Source: an optimization exercise on an open RTL-to-GDS flow (aim: small area and a short achievable clock period). Production flows keep margins and buffers that such runs may drop. Function was checked by simulation only, so behaviour that the tests miss may differ from the original. Power is estimated from default activity; no workload was simulated.

==> flow/design.v (outline; a module is shown in full before it is edited, if it fits) <==
// module mul16: 824 lines
// module FA: 4 lines
// module ALU_TOP: 981 lines
module ALU_TOP (
  input  wire [15:0] A,
  input  wire [15:0] B,
  input  wire [3:0]  ALU_FUN,
  input  wire        CLK,
  input  wire        RST,
  output wire [31:0] Arith_OUT,
  output wire [15:0] Logic_OUT,
  output wire [15:0] Shift_OUT,
  output wire [2:0]  CMP_OUT,
  output wire        Arith_FLAG,
  output wire        Carry_OUT,
  output wire        Logic_FLAG,
  output wire        Shift_FLAG,
  output wire        CMP_FLAG
);
  // ...
==> flow/run.sh <==
#!/bin/bash
# synth_recipe.tcl (not shown) runs the flow's synth.tcl, then flattens the netlist and writes it again
# the make line also repeats each setting of config.mk as NAME=value (left out here)
make -C /OpenROAD-flow-scripts/flow DESIGN_CONFIG=/design/flow/config.mk WORK_HOME=/design/flow/orfs CLKGATE_MAP_FILE= SYNTH_SCRIPT=/design/flow/synth_recipe.tcl finish
==> flow/config.mk <==
export PLATFORM = sky130hd
export DESIGN_NAME = ALU_TOP
export DESIGN_NICKNAME = ALU_TOP
export VERILOG_FILES = /design/flow/design.v
export SDC_FILE = /design/flow/constraint.sdc
export NUM_CORES = 4
export LEC_CHECK = 0
export ABC_AREA = 1
export CAP_MARGIN = 80
export CORE_MARGIN = 2
export CORE_UTILIZATION = 40
export SLEW_MARGIN = 80
export SYNTH_HIERARCHICAL = 1
export SYNTH_MINIMUM_KEEP_SIZE = 0
==> flow/constraint.sdc <==
create_clock -name core_clock -period 110.0 [get_ports {CLK}]
set_input_delay 22.0000 -clock core_clock [delete_from_list [all_inputs] [get_ports {CLK}]]
set_output_delay 22.0000 -clock core_clock [all_outputs]
set_load 0.01 [all_outputs]
==> reports/summary.txt, run 1 <==
Placeable Area: 40740 um^2
# setup viols final: 0
WL per Instance: 19.82 um
CP max stage cell: clkdlybuf4s50_1
Crit path depth: 84
Clock Power: 18.3 uW
Gr usage total: 26.14%
Initial Util: 40.44%
Crit path buf inv count: 11
Setup WS post-layout: 74.61 ns
Status: complete, no violations
Switch share: 53.50%
Mean cell area of the mapped netlist: 7.853 um^2
Design area: 18910 um^2
CTS Buf Count: 5
CLK BUF: 5
Largest cell class by area: multi-input gates
Vias per Instance: 5.404
Post-synth top cells: nand2_1, fa_1, inv_1
WL met1: 21610 um
Worst vdd ir: 33.10 uV
Multi-input logic area: 14160 um^2
Root Driver: clkbuf_16
Signal buffers: 170
Multi-input combinational area share: 74.87%
Most Frequent Cell on Critical Path: nand2_1
Largest family of logic cells by synthesized area: adder cells
Comb power: 309 uW
Leak: 8.696 nW
Post-synth top area share: 36.70%
Grt peak-use layer: met2
Worst setup path end: Arith_OUT[0]
Multi-input gate count: 1666
ClkCell Share: 0.8401%
Most frequent cells in the layout: nand2_1, fa_1, inv_1
Worst-path clk slew: 0.09 ns
Post-Synth Adder-Cell Area: 47.05%
P&R area growth vs syn: 14.80%
==> module mul16, before the edit <==
module mul16 (input wire [15:0] a, input wire [15:0] b, output wire [31:0] p);
  wire m1 = ~(a[0] & b[0]);
  wire m2 = ~(a[0] & b[1]);
  wire m3 = ~(a[0] & b[2]);
  wire m4 = ~(a[0] & b[3]);
  wire m5 = ~(a[0] & b[4]);
  wire m6 = ~(a[0] & b[5]);
  wire m7 = ~(a[0] & b[6]);
  wire m8 = ~(a[0] & b[7]);
  wire m9 = ~(a[0] & b[8]);
  wire m10 = ~(a[0] & b[9]);
  wire m11 = ~(a[0] & b[10]);
  wire m12 = ~(a[0] & b[11]);
  wire m13 = ~(a[0] & b[12]);
  wire m14 = ~(a[0] & b[13]);
  wire m15 = ~(a[0] & b[14]);
  wire m16 = ~(a[0] & b[15]);
  wire m17 = ~(a[1] & b[0]);
  wire m18 = ~(a[1] & b[1]);
  wire m19 = ~(a[1] & b[2]);
  wire m20 = ~(a[1] & b[3]);
  wire m21 = ~(a[1] & b[4]);
  wire m22 = ~(a[1] & b[5]);
  wire m23 = ~(a[1] & b[6]);
  wire m24 = ~(a[1] & b[7]);
  wire m25 = ~(a[1] & b[8]);
  wire m26 = ~(a[1] & b[9]);
  wire m27 = ~(a[1] & b[10]);
  wire m28 = ~(a[1] & b[11]);
  wire m29 = ~(a[1] & b[12]);
  wire m30 = ~(a[1] & b[13]);
  wire m31 = ~(a[1] & b[14]);
  wire m32 = ~(a[1] & b[15]);
  wire m33 = ~(a[2] & b[0]);
  wire m34 = ~(a[2] & b[1]);
  wire m35 = ~(a[2] & b[2]);
  wire m36 = ~(a[2] & b[3]);
  wire m37 = ~(a[2] & b[4]);
  wire m38 = ~(a[2] & b[5]);
  wire m39 = ~(a[2] & b[6]);
  wire m40 = ~(a[2] & b[7]);
  wire m41 = ~(a[2] & b[8]);
  wire m42 = ~(a[2] & b[9]);
  wire m43 = ~(a[2] & b[10]);
  wire m44 = ~(a[2] & b[11]);
  wire m45 = ~(a[2] & b[12]);
  wire m46 = ~(a[2] & b[13]);
  wire m47 = ~(a[2] & b[14]);
  wire m48 = ~(a[2] & b[15]);
  wire m49 = ~(a[3] & b[0]);
  wire m50 = ~(a[3] & b[1]);
  wire m51 = ~(a[3] & b[2]);
  wire m52 = ~(a[3] & b[3]);
  wire m53 = ~(a[3] & b[4]);
  wire m54 = ~(a[3] & b[5]);
  wire m55 = ~(a[3] & b[6]);
  wire m56 = ~(a[3] & b[7]);
  wire m57 = ~(a[3] & b[8]);
  wire m58 = ~(a[3] & b[9]);
  wire m59 = ~(a[3] & b[10]);
  wire m60 = ~(a[3] & b[11]);
  wire m61 = ~(a[3] & b[12]);
  wire m62 = ~(a[3] & b[13]);
  wire m63 = ~(a[3] & b[14]);
  wire m64 = ~(a[3] & b[15]);
  wire m65 = ~(a[4] & b[0]);
  wire m66 = ~(a[4] & b[1]);
  wire m67 = ~(a[4] & b[2]);
  wire m68 = ~(a[4] & b[3]);
  wire m69 = ~(a[4] & b[4]);
  wire m70 = ~(a[4] & b[5]);
  wire m71 = ~(a[4] & b[6]);
  wire m72 = ~(a[4] & b[7]);
  wire m73 = ~(a[4] & b[8]);
  wire m74 = ~(a[4] & b[9]);
  wire m75 = ~(a[4] & b[10]);
  wire m76 = ~(a[4] & b[11]);
  wire m77 = ~(a[4] & b[12]);
  wire m78 = ~(a[4] & b[13]);
  wire m79 = ~(a[4] & b[14]);
  wire m80 = ~(a[4] & b[15]);
  wire m81 = ~(a[5] & b[0]);
  wire m82 = ~(a[5] & b[1]);
  wire m83 = ~(a[5] & b[2]);
  wire m84 = ~(a[5] & b[3]);
  wire m85 = ~(a[5] & b[4]);
  wire m86 = ~(a[5] & b[5]);
  wire m87 = ~(a[5] & b[6]);
  wire m88 = ~(a[5] & b[7]);
  wire m89 = ~(a[5] & b[8]);
  wire m90 = ~(a[5] & b[9]);
  wire m91 = ~(a[5] & b[10]);
  wire m92 = ~(a[5] & b[11]);
  wire m93 = ~(a[5] & b[12]);
  wire m94 = ~(a[5] & b[13]);
  wire m95 = ~(a[5] & b[14]);
  wire m96 = ~(a[5] & b[15]);
  wire m97 = ~(a[6] & b[0]);
  wire m98 = ~(a[6] & b[1]);
  wire m99 = ~(a[6] & b[2]);
  wire m100 = ~(a[6] & b[3]);
  wire m101 = ~(a[6] & b[4]);
  wire m102 = ~(a[6] & b[5]);
  wire m103 = ~(a[6] & b[6]);
  wire m104 = ~(a[6] & b[7]);
  wire m105 = ~(a[6] & b[8]);
  wire m106 = ~(a[6] & b[9]);
  wire m107 = ~(a[6] & b[10]);
  wire m108 = ~(a[6] & b[11]);
  wire m109 = ~(a[6] & b[12]);
  wire m110 = ~(a[6] & b[13]);
  wire m111 = ~(a[6] & b[14]);
  wire m112 = ~(a[6] & b[15]);
  wire m113 = ~(a[7] & b[0]);
  wire m114 = ~(a[7] & b[1]);
  wire m115 = ~(a[7] & b[2]);
  wire m116 = ~(a[7] & b[3]);
  wire m117 = ~(a[7] & b[4]);
  wire m118 = ~(a[7] & b[5]);
  wire m119 = ~(a[7] & b[6]);
  wire m120 = ~(a[7] & b[7]);
  wire m121 = ~(a[7] & b[8]);
  wire m122 = ~(a[7] & b[9]);
  wire m123 = ~(a[7] & b[10]);
  wire m124 = ~(a[7] & b[11]);
  wire m125 = ~(a[7] & b[12]);
  wire m126 = ~(a[7] & b[13]);
  wire m127 = ~(a[7] & b[14]);
  wire m128 = ~(a[7] & b[15]);
  wire m129 = ~(a[8] & b[0]);
  wire m130 = ~(a[8] & b[1]);
  wire m131 = ~(a[8] & b[2]);
  wire m132 = ~(a[8] & b[3]);
  wire m133 = ~(a[8] & b[4]);
  wire m134 = ~(a[8] & b[5]);
  wire m135 = ~(a[8] & b[6]);
  wire m136 = ~(a[8] & b[7]);
  wire m137 = ~(a[8] & b[8]);
  wire m138 = ~(a[8] & b[9]);
  wire m139 = ~(a[8] & b[10]);
  wire m140 = ~(a[8] & b[11]);
  wire m141 = ~(a[8] & b[12]);
  wire m142 = ~(a[8] & b[13]);
  wire m143 = ~(a[8] & b[14]);
  wire m144 = ~(a[8] & b[15]);
  wire m145 = ~(a[9] & b[0]);
  wire m146 = ~(a[9] & b[1]);
  wire m147 = ~(a[9] & b[2]);
  wire m148 = ~(a[9] & b[3]);
  wire m149 = ~(a[9] & b[4]);
  wire m150 = ~(a[9] & b[5]);
  wire m151 = ~(a[9] & b[6]);
  wire m152 = ~(a[9] & b[7]);
  wire m153 = ~(a[9] & b[8]);
  wire m154 = ~(a[9] & b[9]);
  wire m155 = ~(a[9] & b[10]);
  wire m156 = ~(a[9] & b[11]);
  wire m157 = ~(a[9] & b[12]);
  wire m158 = ~(a[9] & b[13]);
  wire m159 = ~(a[9] & b[14]);
  wire m160 = ~(a[9] & b[15]);
  wire m161 = ~(a[10] & b[0]);
  wire m162 = ~(a[10] & b[1]);
  wire m163 = ~(a[10] & b[2]);
  wire m164 = ~(a[10] & b[3]);
  wire m165 = ~(a[10] & b[4]);
  wire m166 = ~(a[10] & b[5]);
  wire m167 = ~(a[10] & b[6]);
  wire m168 = ~(a[10] & b[7]);
  wire m169 = ~(a[10] & b[8]);
  wire m170 = ~(a[10] & b[9]);
  wire m171 = ~(a[10] & b[10]);
  wire m172 = ~(a[10] & b[11]);
  wire m173 = ~(a[10] & b[12]);
  wire m174 = ~(a[10] & b[13]);
  wire m175 = ~(a[10] & b[14]);
  wire m176 = ~(a[10] & b[15]);
  wire m177 = ~(a[11] & b[0]);
  wire m178 = ~(a[11] & b[1]);
  wire m179 = ~(a[11] & b[2]);
  wire m180 = ~(a[11] & b[3]);
  wire m181 = ~(a[11] & b[4]);
  wire m182 = ~(a[11] & b[5]);
  wire m183 = ~(a[11] & b[6]);
  wire m184 = ~(a[11] & b[7]);
  wire m185 = ~(a[11] & b[8]);
  wire m186 = ~(a[11] & b[9]);
  wire m187 = ~(a[11] & b[10]);
  wire m188 = ~(a[11] & b[11]);
  wire m189 = ~(a[11] & b[12]);
  wire m190 = ~(a[11] & b[13]);
  wire m191 = ~(a[11] & b[14]);
  wire m192 = ~(a[11] & b[15]);
  wire m193 = ~(a[12] & b[0]);
  wire m194 = ~(a[12] & b[1]);
  wire m195 = ~(a[12] & b[2]);
  wire m196 = ~(a[12] & b[3]);
  wire m197 = ~(a[12] & b[4]);
  wire m198 = ~(a[12] & b[5]);
  wire m199 = ~(a[12] & b[6]);
  wire m200 = ~(a[12] & b[7]);
  wire m201 = ~(a[12] & b[8]);
  wire m202 = ~(a[12] & b[9]);
  wire m203 = ~(a[12] & b[10]);
  wire m204 = ~(a[12] & b[11]);
  wire m205 = ~(a[12] & b[12]);
  wire m206 = ~(a[12] & b[13]);
  wire m207 = ~(a[12] & b[14]);
  wire m208 = ~(a[12] & b[15]);
  wire m209 = ~(a[13] & b[0]);
  wire m210 = ~(a[13] & b[1]);
  wire m211 = ~(a[13] & b[2]);
  wire m212 = ~(a[13] & b[3]);
  wire m213 = ~(a[13] & b[4]);
  wire m214 = ~(a[13] & b[5]);
  wire m215 = ~(a[13] & b[6]);
  wire m216 = ~(a[13] & b[7]);
  wire m217 = ~(a[13] & b[8]);
  wire m218 = ~(a[13] & b[9]);
  wire m219 = ~(a[13] & b[10]);
  wire m220 = ~(a[13] & b[11]);
  wire m221 = ~(a[13] & b[12]);
  wire m222 = ~(a[13] & b[13]);
  wire m223 = ~(a[13] & b[14]);
  wire m224 = ~(a[13] & b[15]);
  wire m225 = ~(a[14] & b[0]);
  wire m226 = ~(a[14] & b[1]);
  wire m227 = ~(a[14] & b[2]);
  wire m228 = ~(a[14] & b[3]);
  wire m229 = ~(a[14] & b[4]);
  wire m230 = ~(a[14] & b[5]);
  wire m231 = ~(a[14] & b[6]);
  wire m232 = ~(a[14] & b[7]);
  wire m233 = ~(a[14] & b[8]);
  wire m234 = ~(a[14] & b[9]);
  wire m235 = ~(a[14] & b[10]);
  wire m236 = ~(a[14] & b[11]);
  wire m237 = ~(a[14] & b[12]);
  wire m238 = ~(a[14] & b[13]);
  wire m239 = ~(a[14] & b[14]);
  wire m240 = ~(a[14] & b[15]);
  wire m241 = ~(a[15] & b[0]);
  wire m242 = ~(a[15] & b[1]);
  wire m243 = ~(a[15] & b[2]);
  wire m244 = ~(a[15] & b[3]);
  wire m245 = ~(a[15] & b[4]);
  wire m246 = ~(a[15] & b[5]);
  wire m247 = ~(a[15] & b[6]);
  wire m248 = ~(a[15] & b[7]);
  wire m249 = ~(a[15] & b[8]);
  wire m250 = ~(a[15] & b[9]);
  wire m251 = ~(a[15] & b[10]);
  wire m252 = ~(a[15] & b[11]);
  wire m253 = ~(a[15] & b[12]);
  wire m254 = ~(a[15] & b[13]);
  wire m255 = ~(a[15] & b[14]);
  wire m256 = ~(a[15] & b[15]);
  wire m257 = ~(m14 ^ m29);
  wire m258 = m14 | m29;
  wire m259, m260;
  FA um259 (m15, m30, m45, m259, m260);
  wire m261 = ~(m60 ^ m75);
  wire m262 = m60 | m75;
  wire m263, m264;
  FA um263 (m16, m31, m46, m263, m264);
  wire m265, m266;
  FA um265 (m61, m76, m91, m265, m266);
  wire m267 = ~(m106 ^ m121);
  wire m268 = m106 | m121;
  wire m269, m270;
  FA um269 (m32, m47, m62, m269, m270);
  wire m271, m272;
  FA um271 (m77, m92, m107, m271, m272);
  wire m273 = ~(m122 ^ m137);
  wire m274 = m122 | m137;
  wire m275, m276;
  FA um275 (m48, m63, m78, m275, m276);
  wire m277, m278;
  FA um277 (m93, m108, m123, m277, m278);
  wire m279, m280;
  FA um279 (m64, m79, m94, m279, m280);
  wire m281 = ~(m10 ^ m25);
  wire m282 = m10 | m25;
  wire m283, m284;
  FA um283 (m11, m26, m41, m283, m284);
  wire m285 = ~(m56 ^ m71);
  wire m286 = m56 | m71;
  wire m287, m288;
  FA um287 (m12, m27, m42, m287, m288);
  wire m289, m290;
  FA um289 (m57, m72, m87, m289, m290);
  wire m291 = ~(m102 ^ m117);
  wire m292 = m102 | m117;
  wire m293, m294;
  FA um293 (m13, m28, m43, m293, m294);
  wire m295, m296;
  FA um295 (m58, m73, m88, m295, m296);
  wire m297, m298;
  FA um297 (m103, m118, m133, m297, m298);
  wire m299 = ~(m148 ^ m163);
  wire m300 = m148 | m163;
  wire m301, m302;
  FA um301 (m44, m59, m74, m301, m302);
  wire m303, m304;
  FA um303 (m89, m104, m119, m303, m304);
  wire m305, m306;
  FA um305 (m134, m149, m164, m305, m306);
  wire m307, m308;
  FA um307 (m179, m194, m209, m307, m308);
  wire m309, m310;
  FA um309 (m90, m105, m120, m309, m310);
  wire m311, m312;
  FA um311 (m135, m150, m165, m311, m312);
  wire m313, m314;
  FA um313 (m180, m195, m210, m313, m314);
  wire m315, m316;
  FA um315 (m225, m258, m259, m315, m316);
  wire m317, m318;
  FA um317 (m136, m151, m166, m317, m318);
  wire m319, m320;
  FA um319 (m181, m196, m211, m319, m320);
  wire m321, m322;
  FA um321 (m226, m241, m260, m321, m322);
  wire m323, m324;
  FA um323 (m262, m263, m265, m323, m324);
  wire m325, m326;
  FA um325 (m152, m167, m182, m325, m326);
  wire m327, m328;
  FA um327 (m197, m212, m227, m327, m328);
  wire m329, m330;
  FA um329 (m242, m264, m266, m329, m330);
  wire m331, m332;
  FA um331 (m268, m269, m271, m331, m332);
  wire m333, m334;
  FA um333 (m138, m153, m168, m333, m334);
  wire m335, m336;
  FA um335 (m183, m198, m213, m335, m336);
  wire m337, m338;
  FA um337 (m228, m243, m270, m337, m338);
  wire m339, m340;
  FA um339 (m272, m274, m275, m339, m340);
  wire m341, m342;
  FA um341 (m109, m124, m139, m341, m342);
  wire m343, m344;
  FA um343 (m154, m169, m184, m343, m344);
  wire m345, m346;
  FA um345 (m199, m214, m229, m345, m346);
  wire m347, m348;
  FA um347 (m244, m276, m278, m347, m348);
  wire m349, m350;
  FA um349 (m80, m95, m110, m349, m350);
  wire m351, m352;
  FA um351 (m125, m140, m155, m351, m352);
  wire m353, m354;
  FA um353 (m170, m185, m200, m353, m354);
  wire m355, m356;
  FA um355 (m215, m230, m245, m355, m356);
  wire m357, m358;
  FA um357 (m96, m111, m126, m357, m358);
  wire m359, m360;
  FA um359 (m141, m156, m171, m359, m360);
  wire m361, m362;
  FA um361 (m186, m201, m216, m361, m362);
  wire m363, m364;
  FA um363 (m112, m127, m142, m363, m364);
  wire m365, m366;
  FA um365 (m157, m172, m187, m365, m366);
  wire m367, m368;
  FA um367 (m128, m143, m158, m367, m368);
  wire m369 = ~(m7 ^ m22);
  wire m370 = m7 | m22;
  wire m371, m372;
  FA um371 (m8, m23, m38, m371, m372);
  wire m373 = ~(m53 ^ m68);
  wire m374 = m53 | m68;
  wire m375, m376;
  FA um375 (m9, m24, m39, m375, m376);
  wire m377, m378;
  FA um377 (m54, m69, m84, m377, m378);
  wire m379 = ~(m99 ^ m114);
  wire m380 = m99 | m114;
  wire m381, m382;
  FA um381 (m40, m55, m70, m381, m382);
  wire m383, m384;
  FA um383 (m85, m100, m115, m383, m384);
  wire m385, m386;
  FA um385 (m130, m145, m281, m385, m386);
  wire m387, m388;
  FA um387 (m86, m101, m116, m387, m388);
  wire m389, m390;
  FA um389 (m131, m146, m161, m389, m390);
  wire m391, m392;
  FA um391 (m282, m283, m285, m391, m392);
  wire m393, m394;
  FA um393 (m132, m147, m162, m393, m394);
  wire m395, m396;
  FA um395 (m177, m284, m286, m395, m396);
  wire m397, m398;
  FA um397 (m287, m289, m291, m397, m398);
  wire m399, m400;
  FA um399 (m178, m193, m288, m399, m400);
  wire m401, m402;
  FA um401 (m290, m292, m293, m401, m402);
  wire m403, m404;
  FA um403 (m295, m297, m299, m403, m404);
  wire m405, m406;
  FA um405 (m257, m294, m296, m405, m406);
  wire m407, m408;
  FA um407 (m298, m300, m301, m407, m408);
  wire m409, m410;
  FA um409 (m303, m305, m307, m409, m410);
  wire m411, m412;
  FA um411 (m261, m302, m304, m411, m412);
  wire m413, m414;
  FA um413 (m306, m308, m309, m413, m414);
  wire m415, m416;
  FA um415 (m311, m313, m315, m415, m416);
  wire m417, m418;
  FA um417 (m267, m310, m312, m417, m418);
  wire m419, m420;
  FA um419 (m314, m316, m317, m419, m420);
  wire m421, m422;
  FA um421 (m319, m321, m323, m421, m422);
  wire m423, m424;
  FA um423 (m273, m318, m320, m423, m424);
  wire m425, m426;
  FA um425 (m322, m324, m325, m425, m426);
  wire m427, m428;
  FA um427 (m327, m329, m331, m427, m428);
  wire m429, m430;
  FA um429 (m277, m326, m328, m429, m430);
  wire m431, m432;
  FA um431 (m330, m332, m333, m431, m432);
  wire m433, m434;
  FA um433 (m335, m337, m339, m433, m434);
  wire m435, m436;
  FA um435 (m279, m334, m336, m435, m436);
  wire m437, m438;
  FA um437 (m338, m340, m341, m437, m438);
  wire m439, m440;
  FA um439 (m343, m345, m347, m439, m440);
  wire m441, m442;
  FA um441 (m280, m342, m344, m441, m442);
  wire m443, m444;
  FA um443 (m346, m348, m349, m443, m444);
  wire m445, m446;
  FA um445 (m351, m353, m355, m445, m446);
  wire m447, m448;
  FA um447 (m231, m246, m350, m447, m448);
  wire m449, m450;
  FA um449 (m352, m354, m356, m449, m450);
  wire m451, m452;
  FA um451 (m357, m359, m361, m451, m452);
  wire m453, m454;
  FA um453 (m202, m217, m232, m453, m454);
  wire m455, m456;
  FA um455 (m247, m358, m360, m455, m456);
  wire m457, m458;
  FA um457 (m362, m363, m365, m457, m458);
  wire m459, m460;
  FA um459 (m173, m188, m203, m459, m460);
  wire m461, m462;
  FA um461 (m218, m233, m248, m461, m462);
  wire m463, m464;
  FA um463 (m364, m366, m367, m463, m464);
  wire m465, m466;
  FA um465 (m144, m159, m174, m465, m466);
  wire m467, m468;
  FA um467 (m189, m204, m219, m467, m468);
  wire m469, m470;
  FA um469 (m234, m249, m368, m469, m470);
  wire m471, m472;
  FA um471 (m160, m175, m190, m471, m472);
  wire m473, m474;
  FA um473 (m205, m220, m235, m473, m474);
  wire m475, m476;
  FA um475 (m176, m191, m206, m475, m476);
  wire m477 = ~(m5 ^ m20);
  wire m478 = m5 | m20;
  wire m479, m480;
  FA um479 (m6, m21, m36, m479, m480);
  wire m481 = ~(m51 ^ m66);
  wire m482 = m51 | m66;
  wire m483, m484;
  FA um483 (m37, m52, m67, m483, m484);
  wire m485, m486;
  FA um485 (m82, m97, m369, m485, m486);
  wire m487, m488;
  FA um487 (m83, m98, m113, m487, m488);
  wire m489, m490;
  FA um489 (m370, m371, m373, m489, m490);
  wire m491, m492;
  FA um491 (m129, m372, m374, m491, m492);
  wire m493, m494;
  FA um493 (m375, m377, m379, m493, m494);
  wire m495, m496;
  FA um495 (m376, m378, m380, m495, m496);
  wire m497, m498;
  FA um497 (m381, m383, m385, m497, m498);
  wire m499, m500;
  FA um499 (m382, m384, m386, m499, m500);
  wire m501, m502;
  FA um501 (m387, m389, m391, m501, m502);
  wire m503, m504;
  FA um503 (m388, m390, m392, m503, m504);
  wire m505, m506;
  FA um505 (m393, m395, m397, m505, m506);
  wire m507, m508;
  FA um507 (m394, m396, m398, m507, m508);
  wire m509, m510;
  FA um509 (m399, m401, m403, m509, m510);
  wire m511, m512;
  FA um511 (m400, m402, m404, m511, m512);
  wire m513, m514;
  FA um513 (m405, m407, m409, m513, m514);
  wire m515, m516;
  FA um515 (m406, m408, m410, m515, m516);
  wire m517, m518;
  FA um517 (m411, m413, m415, m517, m518);
  wire m519, m520;
  FA um519 (m412, m414, m416, m519, m520);
  wire m521, m522;
  FA um521 (m417, m419, m421, m521, m522);
  wire m523, m524;
  FA um523 (m418, m420, m422, m523, m524);
  wire m525, m526;
  FA um525 (m423, m425, m427, m525, m526);
  wire m527, m528;
  FA um527 (m424, m426, m428, m527, m528);
  wire m529, m530;
  FA um529 (m429, m431, m433, m529, m530);
  wire m531, m532;
  FA um531 (m430, m432, m434, m531, m532);
  wire m533, m534;
  FA um533 (m435, m437, m439, m533, m534);
  wire m535, m536;
  FA um535 (m436, m438, m440, m535, m536);
  wire m537, m538;
  FA um537 (m441, m443, m445, m537, m538);
  wire m539, m540;
  FA um539 (m442, m444, m446, m539, m540);
  wire m541, m542;
  FA um541 (m447, m449, m451, m541, m542);
  wire m543, m544;
  FA um543 (m448, m450, m452, m543, m544);
  wire m545, m546;
  FA um545 (m453, m455, m457, m545, m546);
  wire m547, m548;
  FA um547 (m454, m456, m458, m547, m548);
  wire m549, m550;
  FA um549 (m459, m461, m463, m549, m550);
  wire m551, m552;
  FA um551 (m460, m462, m464, m551, m552);
  wire m553, m554;
  FA um553 (m465, m467, m469, m553, m554);
  wire m555, m556;
  FA um555 (m250, m466, m468, m555, m556);
  wire m557, m558;
  FA um557 (m470, m471, m473, m557, m558);
  wire m559, m560;
  FA um559 (m221, m236, m251, m559, m560);
  wire m561, m562;
  FA um561 (m472, m474, m475, m561, m562);
  wire m563, m564;
  FA um563 (m192, m207, m222, m563, m564);
  wire m565, m566;
  FA um565 (m237, m252, m476, m565, m566);
  wire m567, m568;
  FA um567 (m208, m223, m238, m567, m568);
  wire m569 = ~(m4 ^ m19);
  wire m570 = m4 | m19;
  wire m571, m572;
  FA um571 (m35, m50, m65, m571, m572);
  wire m573, m574;
  FA um573 (m81, m478, m479, m573, m574);
  wire m575, m576;
  FA um575 (m480, m482, m483, m575, m576);
  wire m577, m578;
  FA um577 (m484, m486, m487, m577, m578);
  wire m579, m580;
  FA um579 (m488, m490, m491, m579, m580);
  wire m581, m582;
  FA um581 (m492, m494, m495, m581, m582);
  wire m583, m584;
  FA um583 (m496, m498, m499, m583, m584);
  wire m585, m586;
  FA um585 (m500, m502, m503, m585, m586);
  wire m587, m588;
  FA um587 (m504, m506, m507, m587, m588);
  wire m589, m590;
  FA um589 (m508, m510, m511, m589, m590);
  wire m591, m592;
  FA um591 (m512, m514, m515, m591, m592);
  wire m593, m594;
  FA um593 (m516, m518, m519, m593, m594);
  wire m595, m596;
  FA um595 (m520, m522, m523, m595, m596);
  wire m597, m598;
  FA um597 (m524, m526, m527, m597, m598);
  wire m599, m600;
  FA um599 (m528, m530, m531, m599, m600);
  wire m601, m602;
  FA um601 (m532, m534, m535, m601, m602);
  wire m603, m604;
  FA um603 (m536, m538, m539, m603, m604);
  wire m605, m606;
  FA um605 (m540, m542, m543, m605, m606);
  wire m607, m608;
  FA um607 (m544, m546, m547, m607, m608);
  wire m609, m610;
  FA um609 (m548, m550, m551, m609, m610);
  wire m611, m612;
  FA um611 (m552, m554, m555, m611, m612);
  wire m613, m614;
  FA um613 (m556, m558, m559, m613, m614);
  wire m615, m616;
  FA um615 (m560, m562, m563, m615, m616);
  wire m617, m618;
  FA um617 (m253, m564, m566, m617, m618);
  wire m619, m620;
  FA um619 (m224, m239, m254, m619, m620);
  wire m621 = ~(m3 ^ m18);
  wire m622 = m3 | m18;
  wire m623, m624;
  FA um623 (m34, m49, m569, m623, m624);
  wire m625, m626;
  FA um625 (m477, m570, m571, m625, m626);
  wire m627, m628;
  FA um627 (m481, m572, m573, m627, m628);
  wire m629, m630;
  FA um629 (m485, m574, m575, m629, m630);
  wire m631, m632;
  FA um631 (m489, m576, m577, m631, m632);
  wire m633, m634;
  FA um633 (m493, m578, m579, m633, m634);
  wire m635, m636;
  FA um635 (m497, m580, m581, m635, m636);
  wire m637, m638;
  FA um637 (m501, m582, m583, m637, m638);
  wire m639, m640;
  FA um639 (m505, m584, m585, m639, m640);
  wire m641, m642;
  FA um641 (m509, m586, m587, m641, m642);
  wire m643, m644;
  FA um643 (m513, m588, m589, m643, m644);
  wire m645, m646;
  FA um645 (m517, m590, m591, m645, m646);
  wire m647, m648;
  FA um647 (m521, m592, m593, m647, m648);
  wire m649, m650;
  FA um649 (m525, m594, m595, m649, m650);
  wire m651, m652;
  FA um651 (m529, m596, m597, m651, m652);
  wire m653, m654;
  FA um653 (m533, m598, m599, m653, m654);
  wire m655, m656;
  FA um655 (m537, m600, m601, m655, m656);
  wire m657, m658;
  FA um657 (m541, m602, m603, m657, m658);
  wire m659, m660;
  FA um659 (m545, m604, m605, m659, m660);
  wire m661, m662;
  FA um661 (m549, m606, m607, m661, m662);
  wire m663, m664;
  FA um663 (m553, m608, m609, m663, m664);
  wire m665, m666;
  FA um665 (m557, m610, m611, m665, m666);
  wire m667, m668;
  FA um667 (m561, m612, m613, m667, m668);
  wire m669, m670;
  FA um669 (m565, m614, m615, m669, m670);
  wire m671, m672;
  FA um671 (m567, m616, m617, m671, m672);
  wire m673, m674;
  FA um673 (m568, m618, m619, m673, m674);
  wire m675, m676;
  FA um675 (m240, m255, m620, m675, m676);
  wire m677 = ~(m2 ^ m17);
  wire m678 = m2 | m17;
  wire m679, m680;
  FA um679 (m33, m621, m678, m679, m680);
  wire m681, m682;
  FA um681 (m622, m623, m680, m681, m682);
  wire m683, m684;
  FA um683 (m624, m625, m682, m683, m684);
  wire m685, m686;
  FA um685 (m626, m627, m684, m685, m686);
  wire m687, m688;
  FA um687 (m628, m629, m686, m687, m688);
  wire m689, m690;
  FA um689 (m630, m631, m688, m689, m690);
  wire m691, m692;
  FA um691 (m632, m633, m690, m691, m692);
  wire m693, m694;
  FA um693 (m634, m635, m692, m693, m694);
  wire m695, m696;
  FA um695 (m636, m637, m694, m695, m696);
  wire m697, m698;
  FA um697 (m638, m639, m696, m697, m698);
  wire m699, m700;
  FA um699 (m640, m641, m698, m699, m700);
  wire m701, m702;
  FA um701 (m642, m643, m700, m701, m702);
  wire m703, m704;
  FA um703 (m644, m645, 1'b1, m703, m704);
  wire m705, m706;
  FA um705 (m646, m647, m704, m705, m706);
  wire m707, m708;
  FA um707 (m648, m649, m706, m707, m708);
  wire m709, m710;
  FA um709 (m650, m651, m708, m709, m710);
  wire m711, m712;
  FA um711 (m652, m653, m710, m711, m712);
  wire m713, m714;
  FA um713 (m654, m655, m712, m713, m714);
  wire m715, m716;
  FA um715 (m644, m645, 1'b0, m715, m716);
  wire m717, m718;
  FA um717 (m646, m647, m716, m717, m718);
  wire m719, m720;
  FA um719 (m648, m649, m718, m719, m720);
  wire m721, m722;
  FA um721 (m650, m651, m720, m721, m722);
  wire m723, m724;
  FA um723 (m652, m653, m722, m723, m724);
  wire m725, m726;
  FA um725 (m654, m655, m724, m725, m726);
  wire m727 = m702 ? m703 : m715;
  wire m728 = m702 ? m705 : m717;
  wire m729 = m702 ? m707 : m719;
  wire m730 = m702 ? m709 : m721;
  wire m731 = m702 ? m711 : m723;
  wire m732 = m702 ? m713 : m725;
  wire m733 = m702 ? m714 : m726;
  wire m734, m735;
  FA um734 (m656, m657, 1'b1, m734, m735);
  wire m736, m737;
  FA um736 (m658, m659, m735, m736, m737);
  wire m738, m739;
  FA um738 (m660, m661, m737, m738, m739);
  wire m740, m741;
  FA um740 (m662, m663, m739, m740, m741);
  wire m742, m743;
  FA um742 (m664, m665, m741, m742, m743);
  wire m744, m745;
  FA um744 (m666, m667, m743, m744, m745);
  wire m746, m747;
  FA um746 (m656, m657, 1'b0, m746, m747);
  wire m748, m749;
  FA um748 (m658, m659, m747, m748, m749);
  wire m750, m751;
  FA um750 (m660, m661, m749, m750, m751);
  wire m752, m753;
  FA um752 (m662, m663, m751, m752, m753);
  wire m754, m755;
  FA um754 (m664, m665, m753, m754, m755);
  wire m756, m757;
  FA um756 (m666, m667, m755, m756, m757);
  wire m758 = m733 ? m734 : m746;
  wire m759 = m733 ? m736 : m748;
  wire m760 = m733 ? m738 : m750;
  wire m761 = m733 ? m740 : m752;
  wire m762 = m733 ? m742 : m754;
  wire m763 = m733 ? m744 : m756;
  wire m764 = m733 ? m745 : m757;
  wire m765, m766;
  FA um765 (m668, m669, 1'b1, m765, m766);
  wire m767, m768;
  FA um767 (m670, m671, m766, m767, m768);
  wire m769, m770;
  FA um769 (m672, m673, m768, m769, m770);
  wire m771, m772;
  FA um771 (m674, m675, m770, m771, m772);
  wire m773, m774;
  FA um773 (m256, m676, m772, m773, m774);
  wire m775, m776;
  FA um775 (m668, m669, 1'b0, m775, m776);
  wire m777, m778;
  FA um777 (m670, m671, m776, m777, m778);
  wire m779, m780;
  FA um779 (m672, m673, m778, m779, m780);
  wire m781, m782;
  FA um781 (m674, m675, m780, m781, m782);
  wire m783, m784;
  FA um783 (m256, m676, m782, m783, m784);
  wire m785 = m764 ? m765 : m775;
  wire m786 = m764 ? m767 : m777;
  wire m787 = m764 ? m769 : m779;
  wire m788 = m764 ? m771 : m781;
  wire m789 = m764 ? m773 : m783;
  wire m790 = m764 ? m774 : m784;
  assign p[0] = ~m1;
  assign p[1] = ~m677;
  assign p[2] = ~m679;
  assign p[3] = ~m681;
  assign p[4] = ~m683;
  assign p[5] = ~m685;
  assign p[6] = ~m687;
  assign p[7] = ~m689;
  assign p[8] = ~m691;
  assign p[9] = ~m693;
  assign p[10] = ~m695;
  assign p[11] = ~m697;
  assign p[12] = ~m699;
  assign p[13] = ~m701;
  assign p[14] = ~m727;
  assign p[15] = ~m728;
  assign p[16] = ~m729;
  assign p[17] = ~m730;
  assign p[18] = ~m731;
  assign p[19] = ~m732;
  assign p[20] = ~m758;
  assign p[21] = ~m759;
  assign p[22] = ~m760;
  assign p[23] = ~m761;
  assign p[24] = ~m762;
  assign p[25] = ~m763;
  assign p[26] = ~m785;
  assign p[27] = ~m786;
  assign p[28] = ~m787;
  assign p[29] = ~m788;
  assign p[30] = ~m789;
  assign p[31] = ~m790;
endmodule
==> inputs of run 2 (changes only) <==
--- a/flow/design.v
+++ b/flow/design.v
@@ -1,9 +1,9 @@
-module mul16 (input wire [15:0] a, input wire [15:0] b, output wire [31:0] p);
+module mul16 (input wire [15:0] a, input wire [15:0] b, output wire [31:0] pn);
   wire m1 = ~(a[0] & b[0]);
   wire m2 = ~(a[0] & b[1]);
   wire m3 = ~(a[0] & b[2]);
   wire m4 = ~(a[0] & b[3]);
   wire m5 = ~(a[0] & b[4]);
   wire m6 = ~(a[0] & b[5]);
   wire m7 = ~(a[0] & b[6]);
   wire m8 = ~(a[0] & b[7]);
@@ -697,135 +697,115 @@
   FA um695 (m636, m637, m694, m695, m696);
   wire m697, m698;
   FA um697 (m638, m639, m696, m697, m698);
   wire m699, m700;
   FA um699 (m640, m641, m698, m699, m700);
   wire m701, m702;
   FA um701 (m642, m643, m700, m701, m702);
   wire m703, m704;
-  FA um703 (m644, m645, 1'b1, m703, m704);
+  FA um703 (m644, m645, m702, m703, m704);
   wire m705, m706;
   FA um705 (m646, m647, m704, m705, m706);
   wire m707, m708;
   FA um707 (m648, m649, m706, m707, m708);
   wire m709, m710;
   FA um709 (m650, m651, m708, m709, m710);
   wire m711, m712;
   FA um711 (m652, m653, m710, m711, m712);
   wire m713, m714;
   FA um713 (m654, m655, m712, m713, m714);
   wire m715, m716;
-  FA um715 (m644, m645, 1'b0, m715, m716);
+  FA um715 (m656, m657, 1'b1, m715, m716);
   wire m717, m718;
-  FA um717 (m646, m647, m716, m717, m718);
+  FA um717 (m658, m659, m716, m717, m718);
   wire m719, m720;
-  FA um719 (m648, m649, m718, m719, m720);
+  FA um719 (m660, m661, m718, m719, m720);
   wire m721, m722;
-  FA um721 (m650, m651, m720, m721, m722);
+  FA um721 (m662, m663, m720, m721, m722);
   wire m723, m724;
-  FA um723 (m652, m653, m722, m723, m724);
+  FA um723 (m664, m665, m722, m723, m724);
   wire m725, m726;
-  FA um725 (m654, m655, m724, m725, m726);
-  wire m727 = m702 ? m703 : m715;
-  wire m728 = m702 ? m705 : m717;
-  wire m729 = m702 ? m707 : m719;
-  wire m730 = m702 ? m709 : m721;
-  wire m731 = m702 ? m711 : m723;
-  wire m732 = m702 ? m713 : m725;
-  wire m733 = m702 ? m714 : m726;
-  wire m734, m735;
-  FA um734 (m656, m657, 1'b1, m734, m735);
-  wire m736, m737;
-  FA um736 (m658, m659, m735, m736, m737);
-  wire m738, m739;
-  FA um738 (m660, m661, m737, m738, m739);
-  wire m740, m741;
-  FA um740 (m662, m663, m739, m740, m741);
-  wire m742, m743;
-  FA um742 (m664, m665, m741, m742, m743);
-  wire m744, m745;
-  FA um744 (m666, m667, m743, m744, m745);
-  wire m746, m747;
-  FA um746 (m656, m657, 1'b0, m746, m747);
-  wire m748, m749;
-  FA um748 (m658, m659, m747, m748, m749);
-  wire m750, m751;
-  FA um750 (m660, m661, m749, m750, m751);
-  wire m752, m753;
-  FA um752 (m662, m663, m751, m752, m753);
-  wire m754, m755;
-  FA um754 (m664, m665, m753, m754, m755);
-  wire m756, m757;
-  FA um756 (m666, m667, m755, m756, m757);
-  wire m758 = m733 ? m734 : m746;
-  wire m759 = m733 ? m736 : m748;
-  wire m760 = m733 ? m738 : m750;
-  wire m761 = m733 ? m740 : m752;
-  wire m762 = m733 ? m742 : m754;
-  wire m763 = m733 ? m744 : m756;
-  wire m764 = m733 ? m745 : m757;
-  wire m765, m766;
-  FA um765 (m668, m669, 1'b1, m765, m766);
-  wire m767, m768;
-  FA um767 (m670, m671, m766, m767, m768);
-  wire m769, m770;
-  FA um769 (m672, m673, m768, m769, m770);
-  wire m771, m772;
-  FA um771 (m674, m675, m770, m771, m772);
-  wire m773, m774;
-  FA um773 (m256, m676, m772, m773, m774);
-  wire m775, m776;
-  FA um775 (m668, m669, 1'b0, m775, m776);
-  wire m777, m778;
-  FA um777 (m670, m671, m776, m777, m778);
-  wire m779, m780;
-  FA um779 (m672, m673, m778, m779, m780);
-  wire m781, m782;
-  FA um781 (m674, m675, m780, m781, m782);
-  wire m783, m784;
-  FA um783 (m256, m676, m782, m783, m784);
-  wire m785 = m764 ? m765 : m775;
-  wire m786 = m764 ? m767 : m777;
-  wire m787 = m764 ? m769 : m779;
-  wire m788 = m764 ? m771 : m781;
-  wire m789 = m764 ? m773 : m783;
-  wire m790 = m764 ? m774 : m784;
-  assign p[0] = ~m1;
-  assign p[1] = ~m677;
-  assign p[2] = ~m679;
-  assign p[3] = ~m681;
-  assign p[4] = ~m683;
-  assign p[5] = ~m685;
-  assign p[6] = ~m687;
-  assign p[7] = ~m689;
-  assign p[8] = ~m691;
-  assign p[9] = ~m693;
-  assign p[10] = ~m695;
-  assign p[11] = ~m697;
-  assign p[12] = ~m699;
-  assign p[13] = ~m701;
-  assign p[14] = ~m727;
-  assign p[15] = ~m728;
-  assign p[16] = ~m729;
-  assign p[17] = ~m730;
-  assign p[18] = ~m731;
-  assign p[19] = ~m732;
-  assign p[20] = ~m758;
-  assign p[21] = ~m759;
-  assign p[22] = ~m760;
-  assign p[23] = ~m761;
-  assign p[24] = ~m762;
-  assign p[25] = ~m763;
-  assign p[26] = ~m785;
-  assign p[27] = ~m786;
-  assign p[28] = ~m787;
-  assign p[29] = ~m788;
-  assign p[30] = ~m789;
-  assign p[31] = ~m790;
+  FA um725 (m666, m667, m724, m725, m726);
+  wire m727, m728;
+  FA um727 (m668, m669, m726, m727, m728);
+  wire m729, m730;
+  FA um729 (m670, m671, m728, m729, m730);
+  wire m731, m732;
+  FA um731 (m672, m673, m730, m731, m732);
+  wire m733, m734;
+  FA um733 (m674, m675, m732, m733, m734);
+  wire m735, m736;
+  FA um735 (m256, m676, m734, m735, m736);
+  wire m737, m738;
+  FA um737 (m656, m657, 1'b0, m737, m738);
+  wire m739, m740;
+  FA um739 (m658, m659, m738, m739, m740);
+  wire m741, m742;
+  FA um741 (m660, m661, m740, m741, m742);
+  wire m743, m744;
+  FA um743 (m662, m663, m742, m743, m744);
+  wire m745, m746;
+  FA um745 (m664, m665, m744, m745, m746);
+  wire m747, m748;
+  FA um747 (m666, m667, m746, m747, m748);
+  wire m749, m750;
+  FA um749 (m668, m669, m748, m749, m750);
+  wire m751, m752;
+  FA um751 (m670, m671, m750, m751, m752);
+  wire m753, m754;
+  FA um753 (m672, m673, m752, m753, m754);
+  wire m755, m756;
+  FA um755 (m674, m675, m754, m755, m756);
+  wire m757, m758;
+  FA um757 (m256, m676, m756, m757, m758);
+  wire m759 = m714 ? m715 : m737;
+  wire m760 = m714 ? m717 : m739;
+  wire m761 = m714 ? m719 : m741;
+  wire m762 = m714 ? m721 : m743;
+  wire m763 = m714 ? m723 : m745;
+  wire m764 = m714 ? m725 : m747;
+  wire m765 = m714 ? m727 : m749;
+  wire m766 = m714 ? m729 : m751;
+  wire m767 = m714 ? m731 : m753;
+  wire m768 = m714 ? m733 : m755;
+  wire m769 = m714 ? m735 : m757;
+  wire m770 = m714 ? m736 : m758;
+  assign pn[0] = m1;
+  assign pn[1] = m677;
+  assign pn[2] = m679;
+  assign pn[3] = m681;
+  assign pn[4] = m683;
+  assign pn[5] = m685;
+  assign pn[6] = m687;
+  assign pn[7] = m689;
+  assign pn[8] = m691;
+  assign pn[9] = m693;
+  assign pn[10] = m695;
+  assign pn[11] = m697;
+  assign pn[12] = m699;
+  assign pn[13] = m701;
+  assign pn[14] = m703;
+  assign pn[15] = m705;
+  assign pn[16] = m707;
+  assign pn[17] = m709;
+  assign pn[18] = m711;
+  assign pn[19] = m713;
+  assign pn[20] = m759;
+  assign pn[21] = m760;
+  assign pn[22] = m761;
+  assign pn[23] = m762;
+  assign pn[24] = m763;
+  assign pn[25] = m764;
+  assign pn[26] = m765;
+  assign pn[27] = m766;
+  assign pn[28] = m767;
+  assign pn[29] = m768;
+  assign pn[30] = m769;
+  assign pn[31] = m770;
 endmodule
 module FA (input wire a, input wire b, input wire c, output wire s, output wire co);
   assign s = a ^ b ^ c;
   assign co = (a & b) | (a & c) | (b & c);
 endmodule
 module ALU_TOP (
   input  wire [15:0] A,
   input  wire [15:0] B,
@@ -1745,18 +1725,19 @@
   assign s2d0[10] = s20_P10 ^ s20_g8_9;
   assign s2d0[11] = s20_P11 ^ s20_g8_10;
   assign s2d0[12] = s20_P12 ^ s20_g8_11;
   assign s2d0[13] = s20_P13 ^ s20_g8_12;
   assign s2d0[14] = s20_P14 ^ s20_g8_13;
   assign s2d0[15] = s20_P15 ^ s20_g8_14;
   wire q0 = 1'b1 & s20_g8_15;
   wire [15:0] quo = {qh_r, q6, q5, q4, q3, q2, q1, q0};
-  wire [31:0] prod;
-  mul16 u_mul (.a(a_r), .b(b_r), .p(prod));
+  wire [31:0] prodn;   
+  mul16 u_mul (.a(a_r), .b(b_r), .pn(prodn));
+  wire [31:0] prod = ~prodn;
   wire en_a = v_r & ~f_r[3] & ~f_r[2];
   wire en_l = v_r & ~f_r[3] &  f_r[2];
   wire en_c = v_r &  f_r[3] & ~f_r[2];
   wire en_s = v_r &  f_r[3] &  f_r[2];
   wire sb = f_r[0] | f_r[3];
   wire [16:0] ac;
   wire [15:0] as;
   assign ac[0] = sb;
==> flow/flow/run.sh (new file) <==
#!/bin/bash
set -euo pipefail
bash standard.sh "BUFFER_PORTS_ARGS=-buffer_cell sky130_fd_sc_hd__buf_1" finish > standard.log 2>&1
==> flow/standard.sh (new file) <==
#!/bin/bash
# synth_recipe.tcl (not shown) runs the flow's synth.tcl, then flattens the netlist and writes it again
# the make line also repeats each setting of config.mk as NAME=value (left out here)
make -C /OpenROAD-flow-scripts/flow DESIGN_CONFIG=/design/flow/config.mk WORK_HOME=/design/flow/orfs CLKGATE_MAP_FILE= SYNTH_SCRIPT=/design/flow/synth_recipe.tcl "${@:-finish}"
removed: flow/run.sh
==> run 2 against run 1 <==
Effect of this change: sequential power about the same; hold slack worse by 0.41 ns; via count down 3.5%; sequential cell count unchanged; die area up 0.16%; critical path depth down 5.
==> reports/summary.txt, run 2 <==
Root Driver: clkbuf_16 (unchanged)
Period utilization: 31.71% (was 32.17%)
Post-synthesis sequential area ratio: 6.703% (was 6.713%)
Chip height: 207.1 um (was 207.0 um)
Post-CTS sizing: 0 (unchanged)
# rows: 74 (unchanged)
Most frequent cells in the layout: nand2_1, fa_1, inv_1 (unchanged)
CTS Buffer Depth: 2 (unchanged)
Min cycle time layout: 34.88 ns (was 35.39 ns)
Num Clock Sinks: 55 (unchanged)
Max-cap violation count: 0 (unchanged)
Dpl hpwl: 40400 um (was 42470 um)
Remaining global-route overflow: 0 (unchanged)
First-pass iteration count of the detailed router: 6 (unchanged)
Commonest non-fill, non-tap cell in the layout: nand2_1 (unchanged)
Cell taking the most area after synthesis: fa_1 (unchanged)
FILL cells: 4060 (was 4065)
H-Tree Depth: 2 (unchanged)
Final hold violation count: 0 (unchanged)
Register area: 1131 um^2 (was 1137 um^2)
Gr usage total: 24.30% (was 26.14%)
Design area: 17870 um^2 (was 18910 um^2)
# DRC: 0 (unchanged)
Most Frequent Cell on Critical Path: nand2_1 (unchanged)
Post-synth top cells: nand2_1, fa_1, inv_1 (unchanged)
Layout cells sized above 1: 12.99% (was 12.29%)
RSZ-0062 raised after global routing: false (unchanged)
CTS tree: built (unchanged)
Vias post-DR: 14150 (was 14670)
DIE AREA: 42900 um^2 (was 42830 um^2)
Largest net degree at the start of global routing: 33 (unchanged)
Post-DRT Antenna Nets: 0 (unchanged)
CP max stage cell: fa_1 (was clkdlybuf4s50_1)
Vias per Instance: 5.357 (was 5.404)
Gpl congestion: 0.9272 (was 0.9154)
CTS Buf Count: 5 (unchanged)
Final Max Tran Viols: 0 (unchanged)
Die width: 207.1 um (was 207.0 um)
Initial Util: 40.51% (was 40.44%)
Post-synth top area share: 35.91% (was 36.70%)
Seq cells post-synth: 55 (unchanged)
Post-synth EDFFs: 0 (unchanged)
First-pass GRT wire length: 82100 um (was 84710 um)
Worst Setup End Kind: primary output (unchanged)
Total Routed Length: 51150 um (was 53790 um)
Drt initial violations: 1029 (was 1039)
Io pins: 110 (unchanged)
Worst-path clk slew: 0.10 ns (was 0.09 ns)
Leak: 8.034 nW (was 8.696 nW)
Dpl cell area: 17510 um^2 (was 18570 um^2)
Yosys warns: 7 (unchanged)
Largest regs: a_r x16, b_r x16 (unchanged)
Top cells by area, synth: fa_1, nand2_1, ha_1 (unchanged)
Sum of negative setup slack: 0 ns (unchanged)
Status: complete, no violations (unchanged)
Number of global-route vias before repair: 14770 (was 15360)
Post-synth top flop: dfxtp_1 (unchanged)
Crit Path Class: reg -> out (unchanged)
F_max: 0.02867 GHz (was 0.02826 GHz)
Inst Count DP: 2627 (was 2695)
Post-CTS setup buffers: 0 (unchanged)
PD cells: 15.27 nW/um^2 (was 18.47 nW/um^2)
Arrival time worst endpoint: 12.88 ns (was 13.39 ns)
Netlist cell types: 59 (was 60)
# setup viols final: 0 (unchanged)
Port buffer count: 108 (unchanged)
Placeable Area: 40740 um^2 (unchanged)
Largest stage delay, worst path: 0.47 ns (was 0.49 ns)
Top-count cell post-synth: nand2_1 (unchanged)
Post-Syn Area: 16500 um^2 (was 16480 um^2)
Hold WC Path Type: in -> async (unchanged)
Fraction of registers with async set/reset: 1.818% (unchanged)
P&R area growth vs syn: 8.310% (was 14.80%)
Startpoint type of the worst setup path: flop (unchanged)
Finished Layout Cells: 2642 (was 2714)
Worst Path Required: 88.00 ns (about the same)
Worst vdd ir: 17.32 uV (was 33.10 uV)
Initial antenna violation count: 1 (was 2)
Layout Nets: 2576 (was 2653)
WL per Instance: 19.36 um (was 19.82 um)
Crit Path Max Fanout: 21 (was 22)
Mean cell area of the mapped netlist: 8.019 um^2 (was 7.853 um^2)
Syn Inst Count: 2058 (was 2098)
CTS Hold Buffers Added: 0 (unchanged)
Multi-input logic area: 13960 um^2 (was 14160 um^2)
==> run 2: cell types whose count changed in the layout (fill, tap and decap cells not counted), moves of 10 or more <==
cell	previous run	this run
a22oi_1	13	3
buf_1	4	113
nand3_1	137	105
nand3_2	9	29
clkdlybuf4s50_1	104	1
inv_1	239	203
==> run 2: cells by family after synthesis <==
family | synth area share (%)
xor+xnor | 2.972
compound gates | 7.772
buf+inv | 10.87
other cells | 0.09096
simple gates | 25.16
flops | 6.703
fa+ha+maj | 46.43
==> run 2: worst max path at each step <==
stage	from	to	cells past startpoint
finish	a_r[6]$_DFF_P_	Arith_OUT[0]	79
global route	a_r[6]$_DFF_P_	Arith_OUT[0]	87
CTS	a_r[6]$_DFF_P_	Arith_OUT[0]	79
detailed placement	B[6]	rem_r[7]$_DFF_P_	74
global placement	b_r[3]$_DFF_P_	Arith_OUT[0]	77
floorplan	B[4]	rem_r[0]$_DFF_P_	69
==> run 2: cell type report <==
class	count	area share [%]
flip-flops and latches	55	6.328
diodes	1	0.01400
well taps	532	3.724
clock buffers	6	0.8400
inverters	246	5.376
clock inverters	2	0.1400
multi-input cells	1629	78.12
repair buffers	171	5.453
==> run 2: modules after synthesis (local to each module, per instance) <==
| module | cell area (um^2) | copies in the design | cells inside | flip-flops and latches |
|---|---|---|---|---|
| ALU_TOP | 9239 | 1 | 1334 | 55 |
| FA | 20.02 | 251 | 1 | 0 |
| mul16 | 2238 | 1 | 473 | 0 |
==> run 2: worst max-delay path, delay by kind of cell, from the launching register on <==
kind            cells  cell delay [ns]
flops               1             0.33
buf+inv            11             1.40
compound gates     19             2.98
simple gates       40             4.60
fa+ha+maj           9             3.16
==> run 2: power breakdown <==
group / total (mW) / switching [mW] / internal (mW)
clock network: 0.0199 / 0.00975 / 0.0101
logic: 0.231 / 0.134 / 0.0976
registers: 0.0218 / 0.00103 / 0.0208
==> run 2: routing by layer <==
| metal | GRT usage [%] | share of wire, % | vias up |
|---|---|---|---|
| met4 | 10.37 | 4.1 | 2 |
| met2 | 40.74 | 48 | 580 |
| met1 | 31.39 | 41 | 6921 |
| li1 | - | - | 6527 |
| met3 | 3.441 | 6.9 | 122 |
| met5 | 0 | 0.014 | - |
==> run 2: stage by stage <==
stage                     setup slack (ns)  hold WS (ns)  utilization, %  total power [mW]
after global placement               73.91         21.77           41.64            0.2438
final                                75.12         21.41           43.87            0.2729
after detailed placement             75.39         21.77           42.99            0.2506
after global routing                 73.73         21.41           43.87            0.3107
after floorplan                      76.42         21.70               -            0.2519
after CTS                            75.14         21.41           43.42            0.2740

[what the ideal ports hide]
The flow's constraints put no driver on any port. The routed layouts listed below were extracted and timed again, unchanged, in two steps.
Step 1 (the two cells are an assumption about what drives the block):
set clk [get_ports {CLK}]
set_driving_cell -lib_cell sky130_fd_sc_hd__clkbuf_16 $clk
set_driving_cell -lib_cell sky130_fd_sc_hd__buf_2 [delete_from_list [all_inputs] $clk]
Step 2 times the ports against the registers' clock, not the clock port: input delays grow and output delays shrink by t, the midpoint of the rising clock arrivals with the driver on.
Slacks: no drivers / after step 1 / after step 2; pairs: no drivers / after step 1.
run | t (ns) | setup slack, ns | clock arrival spread, ns | cell pins on the clock port's net
run 1 | 0.366 | 74.615 / 74.569 / 74.812 | 0.013 / 0.013 | 1
run 2 | 0.367 | 75.117 / 75.072 / 75.341 | 0.019 / 0.020 | 1
After both steps setup and hold are still met in every run listed.
